Background: an optimization exercise with open tools, aiming at small area, a short achievable clock period and few clock cycles. Do not read the settings as production practice. RTL that was checked went through simulation tests only; none was proved equivalent to the original. Power is estimated from default activity; no workload was simulated.

==> module bk_add, before the edit <==
module bk_add #(parameter N = 33) (
    input  [N-1:0] a,
    input  [N-1:0] b,
    input          cin,
    output [N-1:0] s
);
    localparam L = 6;             
    wire [N-1:0] p = a ^ b;
    wire [N-1:0] g = (a & b) | {{(N-1){1'b0}}, p[0] & cin};
    genvar l, i;
    generate
        for (l = 0; l <= 2*L; l = l + 1) begin : lv
            wire [N-1:0] G, P;
            if (l == 0) begin : z
                assign G = g;
                assign P = p;
            end else if (l <= L) begin : u
                for (i = 0; i < N; i = i + 1) begin : b
                    if (((i + 1) % (1 << l)) == 0) begin : m
                        assign G[i] = lv[l-1].G[i] | (lv[l-1].P[i] & lv[l-1].G[i - (1 << (l-1))]);
                        assign P[i] = lv[l-1].P[i] & lv[l-1].P[i - (1 << (l-1))];
                    end else begin : k
                        assign G[i] = lv[l-1].G[i];
                        assign P[i] = lv[l-1].P[i];
                    end
                end
            end else begin : d
                localparam integer S = 1 << (2*L - l);
                for (i = 0; i < N; i = i + 1) begin : b
                    if (((i + 1) % (2*S)) == S && i >= 2*S) begin : m
                        assign G[i] = lv[l-1].G[i] | (lv[l-1].P[i] & lv[l-1].G[i - S]);
                        assign P[i] = lv[l-1].P[i] & lv[l-1].P[i - S];
                    end else begin : k
                        assign G[i] = lv[l-1].G[i];
                        assign P[i] = lv[l-1].P[i];
                    end
                end
            end
        end
    endgenerate
    wire [N-1:0] c = lv[2*L].G;
    assign s = p ^ {c[N-2:0], cin};
endmodule
Settings: LEC_CHECK=0, CAP_MARGIN=20, CORE_MARGIN=2, CORE_UTILIZATION=40, SETUP_SLACK_MARGIN=5, SLEW_MARGIN=20, TNS_END_PERCENT=0; clock period 8.0 ns.
run.sh (not shown) runs the stock make flow with config.mk's settings and CLKGATE_MAP_FILE= SYNTH_SCRIPT=/design/flow/synth_recipe.tcl, a recipe that flattens the netlist after the stock synthesis.
Testbench counts at the start, summed over its fixed seeds: cycles 42,337.
==> next run, changes <==
--- a/flow/design.v
+++ b/flow/design.v
@@ -106,9 +106,9 @@
     input  [N-1:0] b,
     input          cin,
     output [N-1:0] s
 );
-    localparam L = 6;             
+    localparam L = $clog2(N);
     wire [N-1:0] p = a ^ b;
     wire [N-1:0] g = (a & b) | {{(N-1){1'b0}}, p[0] & cin};
     genvar l, i;
     generate
The new run completed without violations.
Final area does not change.
Via count stays the same.
Clock skew does not change.
Core utilization does not change.
Global-route usage is unchanged.
The RTL of the second run of this note was laid out without a check of its function.

* * *

mips_div, a different RTL version from the one above (not shown whole).
Size: ~1,300 cells after synthesis, ~120 flip-flops, ~130 I/O pins, roughly 10,000 sq um of cells after synthesis.
==> module mips_div, before the edit <==
module mips_div(
    input         div_clk,
    input         resetn,
    input         div_signed,
    input         div,
    input  [31:0] x,
    input  [31:0] y,
    output [31:0] s,       
    output [31:0] r,       
    output        complete
);
    localparam ST_IDLE = 2'd0, ST_LZ = 2'd1, ST_FIX = 2'd2, ST_IT = 2'd3;
    reg [1:0]  st;
    reg        complete_r;
    reg [32:0] rem;      
    reg [31:0] dv;       
    reg [31:0] q;
    reg [4:0]  cnt;
    reg [4:0]  lzx;
    reg [5:0]  lzy;
    reg        xn, yn, sub;
    reg        first;    
    reg        zfix;     
    reg        fromlz;   
    wire sx     = div_signed & x[31];
    wire sy     = div_signed & y[31];
    wire sub_in = ~(sx ^ sy);
    wire sneg   = ~sub;
    wire [30:0] ux = x[30:0] ^ x[31:1];
    wire [30:0] uy = y[30:0] ^ y[31:1];
    wire [4:0]  lx, ly;
    wire        ynz;
    lzc32 u_lzx(.v({1'b0, ux[30:1], 1'b1}), .z(lx), .nz());
    lzc32 u_lzy(.v({1'b0, uy[30:0]}), .z(ly), .nz(ynz));
    wire [6:0] kd = {1'b0, lzy} - {2'b0, lzx};
    wire [4:0] k  = kd[6] ? 5'd0 : kd[4:0];
    wire       kz1 = sub & (k == 5'd0);
    wire [31:0] dsh = (dv << k) | ({32{sub}} & ~({32{1'b1}} << k));
    wire [32:0] b    = {~xn, dv};
    wire [33:0] sum  = {rem, 1'b1} + {b, sub};             
    wire [32:0] t    = sum[33:1];
    wire        zt   = xn & ~|t;                           
    wire        acc  = (xn ? t[32] : ~t[32]) & ~zfix;
    wire        last = (cnt == 5'd0);
    always @(posedge div_clk) begin
        if (!resetn) begin
            st         <= ST_IDLE;
            complete_r <= 1'b0;
        end else begin
            complete_r <= 1'b0;
            case (st)
            ST_IDLE: if (div) st <= ST_LZ;
            ST_LZ: begin
                if (!div) st <= ST_IDLE;
                else if (zt) st <= ST_FIX;
                else if (!acc || kz1) begin
                    st         <= ST_IDLE;
                    complete_r <= 1'b1;
                end else st <= ST_IT;
            end
            ST_FIX: begin
                st         <= ST_IDLE;
                complete_r <= div;
            end
            default: begin
                if (!div) st <= ST_IDLE;
                else if (last && zt && !zfix) st <= ST_FIX;
                else if (last) begin
                    st         <= ST_IDLE;
                    complete_r <= 1'b1;
                end
            end
            endcase
        end
    end
    always @(posedge div_clk) begin
        xn  <= sx;
        yn  <= sy;
        sub <= sub_in;
        lzx <= (x[31] & ~div_signed) ? 5'd0 : lx;
        lzy <= (y[31] & ~div_signed) ? 6'd0 : (ynz ? {1'b0, ly} : 6'd32);
        cnt <= (st == ST_LZ) ? k : cnt - 5'd1;
        first  <= (st == ST_LZ);
        zfix   <= (st == ST_IT) & zt & ~zfix & ~last;
        fromlz <= (st == ST_LZ);
        case (st)
        ST_IT:   q <= {(first ? {31{sneg}} : {q[30:1], q[0] ^ zfix}), acc ^ sneg};
        ST_FIX:  q <= fromlz ? {{31{sneg}}, 1'b1} : {q[31:1], ~q[0]};
        ST_LZ:   q <= {31'd0, kz1 & acc};
        default: q <= 32'd0;
        endcase
        case (st)
        ST_IDLE: dv <= y ^ {32{sub_in}};
        ST_LZ:   dv <= dsh;
        default: dv <= {~xn, dv[31:1]};
        endcase
        if (st == ST_IDLE)
            rem <= {sx, x};
        else if (st == ST_FIX || zfix)
            rem <= 33'd0;
        else if (acc && (st == ST_IT || (st == ST_LZ && (sneg || kz1))))
            rem <= t;
    end
    assign complete = complete_r;
    assign s = q;
    assign r = rem[31:0];
endmodule
Settings: LEC_CHECK=0, CAP_MARGIN=20, CORE_MARGIN=2, CORE_UTILIZATION=40, SETUP_SLACK_MARGIN=5, SLEW_MARGIN=20, TNS_END_PERCENT=0; clock period 8.0 ns.
standard.sh (not shown) runs the stock make flow with config.mk's settings and CLKGATE_MAP_FILE= SYNTH_SCRIPT=/design/flow/synth_recipe.tcl, a recipe that flattens the netlist after the stock synthesis.
==> flow/flow/run.sh <==
#!/bin/bash
# The standard layout (standard.sh, unchanged synthesis), except that:
#  - the port buffers are plain buf_2 cells instead of the default delay-buffer cell;
#  - clock tree synthesis uses clkbuf_4/clkbuf_8 and no dummy loads.
set -euo pipefail
bash standard.sh \
  BUFFER_PORTS_ARGS="-buffer_cell sky130_fd_sc_hd__buf_2" \
  CTS_ARGS="-sink_clustering_enable -repair_clock_nets -buf_list {sky130_fd_sc_hd__clkbuf_4 sky130_fd_sc_hd__clkbuf_8} -dont_use_dummy_load" \
  finish > make_finish.log 2>&1
Testbench counts at the start, summed over its fixed seeds: cycles 41,468.
Edit:
--- a/flow/design.v
+++ b/flow/design.v
@@ -33,7 +33,7 @@
     lzc32 u_lzx(.v({1'b0, ux[30:1], 1'b1}), .z(lx), .nz());
     lzc32 u_lzy(.v({1'b0, uy[30:0]}), .z(ly), .nz(ynz));
     wire [6:0] kd = {1'b0, lzy} - {2'b0, lzx};
-    wire [4:0] k  = kd[6] ? 5'd0 : kd[4:0];
+    wire [4:0] k  = kd[4:0];
     wire       kz1 = sub & (k == 5'd0);
     wire [31:0] dsh = (dv << k) | ({32{sub}} & ~({32{1'b1}} << k));
     wire [32:0] b    = {~xn, dv};
=>
- The changed run ran to the end with no violations
- total power went up by roughly a tenth
- routed wire length went down slightly
- die area went up slightly
- critical path depth went up by 2
- fmax went up by a little under a tenth
- clock-buffer cell count is unchanged
- final area went up slightly
- sequential share of layout area went down by 0.43 points
- via count went up slightly
- utilization went up by 0.21 points
- synthesized area went up slightly
- global-route usage went down by 1.4 points
- clock power hardly moves
Testbench counts after the change, summed over its fixed seeds: cycles 41,468.

==> separate check: timing with driven ports <==
No port has a modelled driver above. Below, the same layouts with a new extraction and two added sets of constraints. Step 1 (the two cells are an assumption about what drives the block):
set clk [get_ports {div_clk}]
set_driving_cell -lib_cell sky130_fd_sc_hd__clkbuf_16 $clk
set_driving_cell -lib_cell sky130_fd_sc_hd__buf_2 [delete_from_list [all_inputs] $clk]
Step 2 also shifts input and output timing later by t, the mid clock arrival at the registers, as if the neighbouring blocks saw the same clock. Three values: no drivers, after step 1, after step 2; two values: the first two.
| run | t, ns | setup slack, ns | worst setup path after step 2 | latest minus earliest clock arrival (ns) | worst slew at a driven data input, ns |
|---|---|---|---|---|---|
| the first run of note 1 | 0.474 | 4.476 / 4.482 / 4.008 | input to register | 0.010 / 0.010 | 0.05 |
| the second run of note 1 | 0.474 | 4.476 / 4.482 / 4.008 | input to register | 0.010 / 0.010 | 0.05 |
| the first run of note 2 | 0.492 | 4.653 / 4.653 / 4.276 | input to register | 0.028 / 0.028 | 0.04 |
| the second run of note 2 | 0.484 | 4.884 / 4.884 / 4.427 | input to register | 0.050 / 0.050 | 0.04 |
After both steps every run listed still meets setup and hold.
